Source: an optimization exercise on an open RTL-to-GDS flow (aim: small area, a short achievable clock period and few clock cycles per item). Production flows keep margins and buffers that such runs may drop. RTL that was checked went through simulation tests only; none was proved equivalent to the original.

## run D
==> flow/design.v <==
`default_nettype none
module xtea (
    input  wire [31:0] a,
    input  wire [31:0] b,
    input  wire [31:0] k,
    input  wire        cin,
    output wire [31:0] y
);
  wire [31:0] f = ((b << 4) ^ (b >> 5)) + b;
  wire [31:0] gk = f ^ k;
  wire [31:0] p = a ^ gk;
  wire [31:0] g = a & gk;
  wire [31:0] g0 = {g[31:1], g[0] | (p[0] & cin)};
  genvar l, m;
  generate
    for (l = 0; l < 5; l = l + 1) begin : lev
      wire [31:0] gi, pi, gs, ps, go, po;
      if (l == 0) begin : first
        assign gi = g0;
        assign pi = p;
      end else begin : next
        assign gi = lev[l-1].go;
        assign pi = lev[l-1].po;
      end
      for (m = 0; m < 32; m = m + (2 << l)) begin : blk
        assign gs[m+(1<<l)-1:m] = {(1 << l) {1'b0}};
        assign ps[m+(1<<l)-1:m] = {(1 << l) {1'b1}};
        assign gs[m+(2<<l)-1:m+(1<<l)] = {(1 << l) {gi[m+(1<<l)-1]}};
        assign ps[m+(2<<l)-1:m+(1<<l)] = {(1 << l) {pi[m+(1<<l)-1]}};
      end
      assign go = gi | (pi & gs);
      assign po = pi & ps;
    end
  endgenerate
  assign y = p ^ {lev[4].go[30:0], cin};
endmodule
`default_nettype none
module xtea_cores (
    input wire clk,
    input wire rst_i,
    input wire valid_i,
    input wire en_i,
    input wire [63:0] data_a_i,
    input wire [63:0] data_b_i,
    input wire [127:0] key,
    input wire decrypt_i,
    output wire [63:0] result_a_o,
    output wire [63:0] result_b_o,
    output reg valid_o,
    output reg busy_o
);
  localparam [31:0] DELTA = 32'h9e3779b9;
  localparam [31:0] SUM32 = 32'hc6ef3720;
  reg [6:0] cnt;
  reg dec;
  reg swp;
  reg cin;   
  reg [31:0] k0, k1, k2, k3;
  reg [31:0] aa, ba, ab, bb;
  reg [31:0] kr, t;
  wire rdy = ~busy_o | valid_o;
  wire acc = rdy & valid_i & en_i;
  wire last = dec ? (cnt == 7'd65) : (cnt == 7'd63);
  always @(posedge clk or posedge rst_i) begin
    if (rst_i) begin
      busy_o <= 1'b0;
      valid_o <= 1'b0;
    end else if (acc) begin
      busy_o <= 1'b1;
      valid_o <= 1'b0;
    end else if (valid_o) begin
      busy_o <= 1'b0;
      valid_o <= 1'b0;
    end else if (busy_o) begin
      valid_o <= last;
    end
  end
  always @(posedge clk or posedge rst_i) begin
    if (rst_i) begin
      cnt <= 7'd0;
      dec <= 1'b0;
      swp <= 1'b0;
      cin <= 1'b0;
    end else if (rdy) begin
      cnt <= 7'd0;
      dec <= decrypt_i;
      swp <= decrypt_i;
      cin <= decrypt_i;
    end else begin
      cnt <= cnt + 7'd1;
      swp <= dec & (cnt == 7'd64);
      cin <= cin & busy_o;
    end
  end
  always @(posedge clk) begin
    if (rdy) begin
      k0 <= key[127:96];
      k1 <= key[95:64];
      k2 <= key[63:32];
      k3 <= key[31:0];
    end
  end
  wire p = cnt[0] ^ dec;   
  wire [1:0] sel = cnt[0] ? t[1:0] : t[12:11];
  reg [31:0] ksel;
  always @(*) begin
    case (sel)
      2'd0: ksel = k0;
      2'd1: ksel = k1;
      2'd2: ksel = k2;
      default: ksel = k3;
    endcase
  end
  wire [31:0] sk = t + ksel;
  always @(posedge clk) begin
    if (rdy) begin
      kr <= key[127:96];
      t  <= decrypt_i ? SUM32 : DELTA;
    end else begin
      kr <= sk ^ {32{dec}};
      if (p) t <= dec ? t - DELTA : t + DELTA;
    end
  end
  wire [31:0] na, nb;
  xtea step_a (.a(aa), .b(ba), .k(kr), .cin(cin), .y(na));
  xtea step_b (.a(ab), .b(bb), .k(kr), .cin(cin), .y(nb));
  always @(posedge clk) begin
    if (rdy) begin
      aa <= data_a_i[63:32];
      ba <= data_a_i[31:0];
      ab <= data_b_i[63:32];
      bb <= data_b_i[31:0];
    end else begin
      aa <= ba;
      ba <= swp ? aa : na;
      ab <= bb;
      bb <= swp ? ab : nb;
    end
  end
  assign result_a_o = {aa, ba};
  assign result_b_o = {ab, bb};
endmodule
export LEC_CHECK = 0
export ABC_AREA = 1
export CAP_MARGIN = 20
export CORE_MARGIN = 2
export CORE_UTILIZATION = 60
export PLACE_DENSITY = 0.75
export SETUP_SLACK_MARGIN = 3.5
export SLEW_MARGIN = 20
create_clock -name core_clock -period 7.0 [get_ports {clk}]
standard.sh (not shown) runs the stock make flow with config.mk's settings and CLKGATE_MAP_FILE= SYNTH_SCRIPT=/design/flow/synth_recipe.tcl, a recipe that flattens the netlist after the stock synthesis.
==> flow/flow/run.sh <==
#!/bin/bash
# Standard ORFS layout, but the port buffers are the smallest buffer cell and
# CTS uses smaller buffers and no dummy loads.
set -euo pipefail
export BUFFER_PORTS_ARGS="-buffer_cell sky130_fd_sc_hd__buf_1"
export ADDER_MAP_FILE=
export CTS_ARGS="-sink_clustering_enable -repair_clock_nets -dont_use_dummy_load -buf_list {sky130_fd_sc_hd__clkbuf_4 sky130_fd_sc_hd__clkbuf_8}"
bash standard.sh > standard_make.log 2>&1
### run D -> run B
--- a/flow/design.v
+++ b/flow/design.v
@@ -3,16 +3,27 @@
     input  wire [31:0] a,
     input  wire [31:0] b,
     input  wire [31:0] k,
     input  wire        cin,
     output wire [31:0] y
 );
-  wire [31:0] f = ((b << 4) ^ (b >> 5)) + b;
+  wire [31:0] s = (b << 4) ^ (b >> 5);
+  wire [31:0] c1;
+  xtea_sk pf1 (.g(s & b), .p(s ^ b), .cin(1'b0), .c(c1));
+  wire [31:0] f = s ^ b ^ c1;
   wire [31:0] gk = f ^ k;
-  wire [31:0] p = a ^ gk;
-  wire [31:0] g = a & gk;
+  wire [31:0] c2;
+  xtea_sk pf2 (.g(a & gk), .p(a ^ gk), .cin(cin), .c(c2));
+  assign y = a ^ gk ^ c2;
+endmodule
+module xtea_sk (
+    input  wire [31:0] g,
+    input  wire [31:0] p,
+    input  wire        cin,
+    output wire [31:0] c
+);
   wire [31:0] g0 = {g[31:1], g[0] | (p[0] & cin)};
   genvar l, m;
   generate
     for (l = 0; l < 5; l = l + 1) begin : lev
       wire [31:0] gi, pi, gs, ps, go, po;
       if (l == 0) begin : first
@@ -29,13 +40,13 @@
         assign ps[m+(2<<l)-1:m+(1<<l)] = {(1 << l) {pi[m+(1<<l)-1]}};
       end
       assign go = gi | (pi & gs);
       assign po = pi & ps;
     end
   endgenerate
-  assign y = p ^ {lev[4].go[30:0], cin};
+  assign c = {lev[4].go[30:0], cin};
 endmodule
 `default_nettype none
 module xtea_cores (
     input wire clk,
     input wire rst_i,
     input wire valid_i,
Results
- Run B | status: complete | timing, DRC, antenna: pass
- Compared with run D, run B shows a first-iteration DRC count that is 29% lower.
- As far as number of nets with antenna violations after detailed routing goes, run D and run B are indistinguishable; the numbers are identical.
- Final cell area: run B below run D
Testbench counts of run B, summed over its fixed seeds: cycles 25,346, items 768.
No functional check of the RTL was part of run D.

## oak
Another version of the RTL of xtea_cores (not shown whole).
Size: roughly 3,700 cells after synthesis, roughly 330 flip-flops, roughly 390 I/O pins, ~24,000 um^2 of cells after synthesis.
// xtea_cores
module xtea_cores (
    input wire clk,
    input wire rst_i,
    input wire valid_i,
    input wire en_i,
    input wire [63:0] data_a_i,
    input wire [63:0] data_b_i,
    input wire [127:0] key,
    input wire decrypt_i,
    output wire [63:0] result_a_o,
    output wire [63:0] result_b_o,
    output reg valid_o,
    output reg busy_o
);
  localparam [31:0] DELTA = 32'h9e3779b9;
  localparam [31:0] SUM32 = 32'hc6ef3720;
  reg [6:0] cnt;
  reg dec;
  reg swp;
  reg cin;   
  reg [31:0] k0, k1, k2, k3;
  reg [31:0] aa, ba, ab, bb;
  reg [31:0] kr, t;
  wire rdy = ~busy_o | valid_o;
  wire acc = rdy & valid_i & en_i;
  wire last = dec ? (cnt == 7'd65) : (cnt == 7'd63);
  always @(posedge clk or posedge rst_i) begin
    if (rst_i) begin
      busy_o <= 1'b0;
      valid_o <= 1'b0;
    end else if (acc) begin
      busy_o <= 1'b1;
      valid_o <= 1'b0;
    end else if (valid_o) begin
      busy_o <= 1'b0;
      valid_o <= 1'b0;
    end else if (busy_o) begin
      valid_o <= last;
    end
  end
  always @(posedge clk or posedge rst_i) begin
    if (rst_i) begin
      cnt <= 7'd0;
      dec <= 1'b0;
      swp <= 1'b0;
      cin <= 1'b0;
    end else if (rdy) begin
      cnt <= 7'd0;
      dec <= decrypt_i;
      swp <= decrypt_i;
      cin <= decrypt_i;
    end else begin
      cnt <= cnt + 7'd1;
      swp <= dec & (cnt == 7'd64);
  ...
==> module xtea, before the edit <==
module xtea (
    input  wire [31:0] a,
    input  wire [31:0] b,
    input  wire [31:0] k,
    input  wire        cin,
    output wire [31:0] y
);
  wire [31:0] s = (b << 4) ^ (b >> 5);
  wire [31:0] c1;
  xtea_sk pf1 (.g(s & b), .p(s ^ b), .cin(1'b0), .c(c1));
  wire [31:0] f = s ^ b ^ c1;
  wire [31:0] gk = f ^ k;
  wire [31:0] c2;
  xtea_sk pf2 (.g(a & gk), .p(a ^ gk), .cin(cin), .c(c2));
  assign y = a ^ gk ^ c2;
endmodule
==> module xtea_sk, before the edit <==
module xtea_sk (
    input  wire [31:0] g,
    input  wire [31:0] p,
    input  wire        cin,
    output wire [31:0] c
);
  wire [31:0] g0 = {g[31:1], g[0] | (p[0] & cin)};
  genvar l, m;
  generate
    for (l = 0; l < 5; l = l + 1) begin : lev
      wire [31:0] gi, pi, gs, ps, go, po;
      if (l == 0) begin : first
        assign gi = g0;
        assign pi = p;
      end else begin : next
        assign gi = lev[l-1].go;
        assign pi = lev[l-1].po;
      end
      for (m = 0; m < 32; m = m + (2 << l)) begin : blk
        assign gs[m+(1<<l)-1:m] = {(1 << l) {1'b0}};
        assign ps[m+(1<<l)-1:m] = {(1 << l) {1'b1}};
        assign gs[m+(2<<l)-1:m+(1<<l)] = {(1 << l) {gi[m+(1<<l)-1]}};
        assign ps[m+(2<<l)-1:m+(1<<l)] = {(1 << l) {pi[m+(1<<l)-1]}};
      end
      assign go = gi | (pi & gs);
      assign po = pi & ps;
    end
  endgenerate
  assign c = {lev[4].go[30:0], cin};
endmodule
==> module xtea_cores, before the edit <==
module xtea_cores (
    input wire clk,
    input wire rst_i,
    input wire valid_i,
    input wire en_i,
    input wire [63:0] data_a_i,
    input wire [63:0] data_b_i,
    input wire [127:0] key,
    input wire decrypt_i,
    output wire [63:0] result_a_o,
    output wire [63:0] result_b_o,
    output reg valid_o,
    output reg busy_o
);
  localparam [31:0] DELTA = 32'h9e3779b9;
  localparam [31:0] SUM32 = 32'hc6ef3720;
  reg [6:0] cnt;
  reg dec;
  reg swp;
  reg cin;   
  reg [31:0] k0, k1, k2, k3;
  reg [31:0] aa, ba, ab, bb;
  reg [31:0] kr, t;
  wire rdy = ~busy_o | valid_o;
  wire acc = rdy & valid_i & en_i;
  wire last = dec ? (cnt == 7'd65) : (cnt == 7'd63);
  always @(posedge clk or posedge rst_i) begin
    if (rst_i) begin
      busy_o <= 1'b0;
      valid_o <= 1'b0;
    end else if (acc) begin
      busy_o <= 1'b1;
      valid_o <= 1'b0;
    end else if (valid_o) begin
      busy_o <= 1'b0;
      valid_o <= 1'b0;
    end else if (busy_o) begin
      valid_o <= last;
    end
  end
  always @(posedge clk or posedge rst_i) begin
    if (rst_i) begin
      cnt <= 7'd0;
      dec <= 1'b0;
      swp <= 1'b0;
      cin <= 1'b0;
    end else if (rdy) begin
      cnt <= 7'd0;
      dec <= decrypt_i;
      swp <= decrypt_i;
      cin <= decrypt_i;
    end else begin
      cnt <= cnt + 7'd1;
      swp <= dec & (cnt == 7'd64);
      cin <= cin & busy_o;
    end
  end
  always @(posedge clk) begin
    if (rdy) begin
      k0 <= key[127:96];
      k1 <= key[95:64];
      k2 <= key[63:32];
      k3 <= key[31:0];
    end
  end
  wire p = cnt[0] ^ dec;   
  reg [1:0] sel;
  reg [31:0] ksel;
  always @(*) begin
    case (sel)
      2'd0: ksel = k0;
      2'd1: ksel = k1;
      2'd2: ksel = k2;
      default: ksel = k3;
    endcase
  end
  wire [31:0] skc;
  xtea_sk skadd (.g(t & ksel), .p(t ^ ksel), .cin(1'b0), .c(skc));
  wire [31:0] sk = t ^ ksel ^ skc;
  wire [31:0] tn = p ? (dec ? t - DELTA : t + DELTA) : t;
  always @(posedge clk) begin
    if (rdy) begin
      kr  <= key[127:96];
      t   <= decrypt_i ? SUM32 : DELTA;
      sel <= decrypt_i ? SUM32[12:11] : DELTA[12:11];
    end else begin
      kr  <= sk ^ {32{dec}};
      t   <= tn;
      sel <= cnt[0] ? tn[12:11] : tn[1:0];
    end
  end
  wire [31:0] na, nb;
  xtea step_a (.a(aa), .b(ba), .k(kr), .cin(cin), .y(na));
  xtea step_b (.a(ab), .b(bb), .k(kr), .cin(cin), .y(nb));
  always @(posedge clk) begin
    if (rdy) begin
      aa <= data_a_i[63:32];
      ba <= data_a_i[31:0];
      ab <= data_b_i[63:32];
      bb <= data_b_i[31:0];
    end else begin
      aa <= ba;
      ba <= swp ? aa : na;
      ab <= bb;
      bb <= swp ? ab : nb;
    end
  end
  assign result_a_o = {aa, ba};
  assign result_b_o = {ab, bb};
endmodule
export LEC_CHECK = 0
export ABC_AREA = 1
export CAP_MARGIN = 20
export CORE_MARGIN = 2
export CORE_UTILIZATION = 60
export PLACE_DENSITY = 0.75
export SETUP_SLACK_MARGIN = 3.5
export SLEW_MARGIN = 20
create_clock -name core_clock -period 7.0 [get_ports {clk}]
Scripts as last shown in full above: flow/flow/run.sh
> inputs changed (oak -> pine)
diff --git a/flow/design.v b/flow/design.v
--- a/flow/design.v
+++ b/flow/design.v
@@ -4,48 +4,13 @@
     input  wire [31:0] b,
     input  wire [31:0] k,
     input  wire        cin,
     output wire [31:0] y
 );
-  wire [31:0] s = (b << 4) ^ (b >> 5);
-  wire [31:0] c1;
-  xtea_sk pf1 (.g(s & b), .p(s ^ b), .cin(1'b0), .c(c1));
-  wire [31:0] f = s ^ b ^ c1;
-  wire [31:0] gk = f ^ k;
-  wire [31:0] c2;
-  xtea_sk pf2 (.g(a & gk), .p(a ^ gk), .cin(cin), .c(c2));
-  assign y = a ^ gk ^ c2;
-endmodule
-module xtea_sk (
-    input  wire [31:0] g,
-    input  wire [31:0] p,
-    input  wire        cin,
-    output wire [31:0] c
-);
-  wire [31:0] g0 = {g[31:1], g[0] | (p[0] & cin)};
-  genvar l, m;
-  generate
-    for (l = 0; l < 5; l = l + 1) begin : lev
-      wire [31:0] gi, pi, gs, ps, go, po;
-      if (l == 0) begin : first
-        assign gi = g0;
-        assign pi = p;
-      end else begin : next
-        assign gi = lev[l-1].go;
-        assign pi = lev[l-1].po;
-      end
-      for (m = 0; m < 32; m = m + (2 << l)) begin : blk
-        assign gs[m+(1<<l)-1:m] = {(1 << l) {1'b0}};
-        assign ps[m+(1<<l)-1:m] = {(1 << l) {1'b1}};
-        assign gs[m+(2<<l)-1:m+(1<<l)] = {(1 << l) {gi[m+(1<<l)-1]}};
-        assign ps[m+(2<<l)-1:m+(1<<l)] = {(1 << l) {pi[m+(1<<l)-1]}};
-      end
-      assign go = gi | (pi & gs);
-      assign po = pi & ps;
-    end
-  endgenerate
-  assign c = {lev[4].go[30:0], cin};
+  wire [31:0] f = ((b << 4) ^ (b >> 5)) + b;
+  wire [32:0] s = {a, cin} + {f ^ k, cin};
+  assign y = s[32:1];
 endmodule
 `default_nettype none
 module xtea_cores (
     input wire clk,
     input wire rst_i,
@@ -110,33 +75,28 @@
       k2 <= key[63:32];
       k3 <= key[31:0];
     end
   end
   wire p = cnt[0] ^ dec;   
-  reg [1:0] sel;
+  wire [1:0] sel = cnt[0] ? t[1:0] : t[12:11];
   reg [31:0] ksel;
   always @(*) begin
     case (sel)
       2'd0: ksel = k0;
       2'd1: ksel = k1;
       2'd2: ksel = k2;
       default: ksel = k3;
     endcase
   end
-  wire [31:0] skc;
-  xtea_sk skadd (.g(t & ksel), .p(t ^ ksel), .cin(1'b0), .c(skc));
-  wire [31:0] sk = t ^ ksel ^ skc;
-  wire [31:0] tn = p ? (dec ? t - DELTA : t + DELTA) : t;
+  wire [31:0] sk = t + ksel;
   always @(posedge clk) begin
     if (rdy) begin
-      kr  <= key[127:96];
-      t   <= decrypt_i ? SUM32 : DELTA;
-      sel <= decrypt_i ? SUM32[12:11] : DELTA[12:11];
+      kr <= key[127:96];
+      t  <= decrypt_i ? SUM32 : DELTA;
     end else begin
-      kr  <= sk ^ {32{dec}};
-      t   <= tn;
-      sel <= cnt[0] ? tn[12:11] : tn[1:0];
+      kr <= sk ^ {32{dec}};
+      if (p) t <= dec ? t - DELTA : t + DELTA;
     end
   end
   wire [31:0] na, nb;
   xtea step_a (.a(aa), .b(ba), .k(kr), .cin(cin), .y(na));
   xtea step_b (.a(ab), .b(bb), .k(kr), .cin(cin), .y(nb));
Findings:
Re count of flip-flops with a built-in enable after synthesis: oak was lower than pine.
The higher count of sequential standard cells came out of oak.
Delta (pine minus oak): clock slew seen by the registers of the worst setup and hold paths level, cell area after synthesis went up 15%.
Summary — average size of a mapped cell, pine relative to oak: lower, by about 7%.
On critical path depth, the lower figure sits with oak, not pine.
pine — number of resized instances in the post-cts repair step 11 higher, oak as reference
Testbench counts of pine, summed over its fixed seeds: cycles 25,346, items 768.
Function not checked in oak: the RTL went through the layout flow alone.

what the ideal ports hide:
How much do the figures lean on ideal ports? The routed layouts below were timed once more, with nothing changed but the port constraints. Step 1, drivers: a clkbuf_16 drives clk and a buf_2 each remaining input, both assumed. Step 2 moves the port delays by t, midway between the first and last clock arrival at a register: inputs arrive t later, outputs are due t later. That takes back most of the time a late clock gives input paths. Three values: ideal, step 1, step 2; two values: the first two.
| run | t, ns | setup slack, ns | hold slack, ns | slew at the worst register clock pin (ns) | worst slew at a driven data input, ns |
|---|---|---|---|---|---|
| run D | 0.710 | 3.682 / 3.682 / 3.682 | 0.553 / 0.553 / 0.553 | 0.07 / 0.07 | 0.06 |
| run B | 0.684 | 3.716 / 3.716 / 3.716 | 0.504 / 0.504 / 0.504 | 0.06 / 0.06 | 0.04 |
| oak | 0.709 | 3.613 / 3.613 / 3.613 | 0.520 / 0.520 / 0.520 | 0.07 / 0.07 | 0.07 |
| pine | 0.717 | 3.564 / 3.564 / 3.564 | 0.530 / 0.530 / 0.530 | 0.07 / 0.07 | 0.05 |
After both steps every run listed still meets setup and hold.
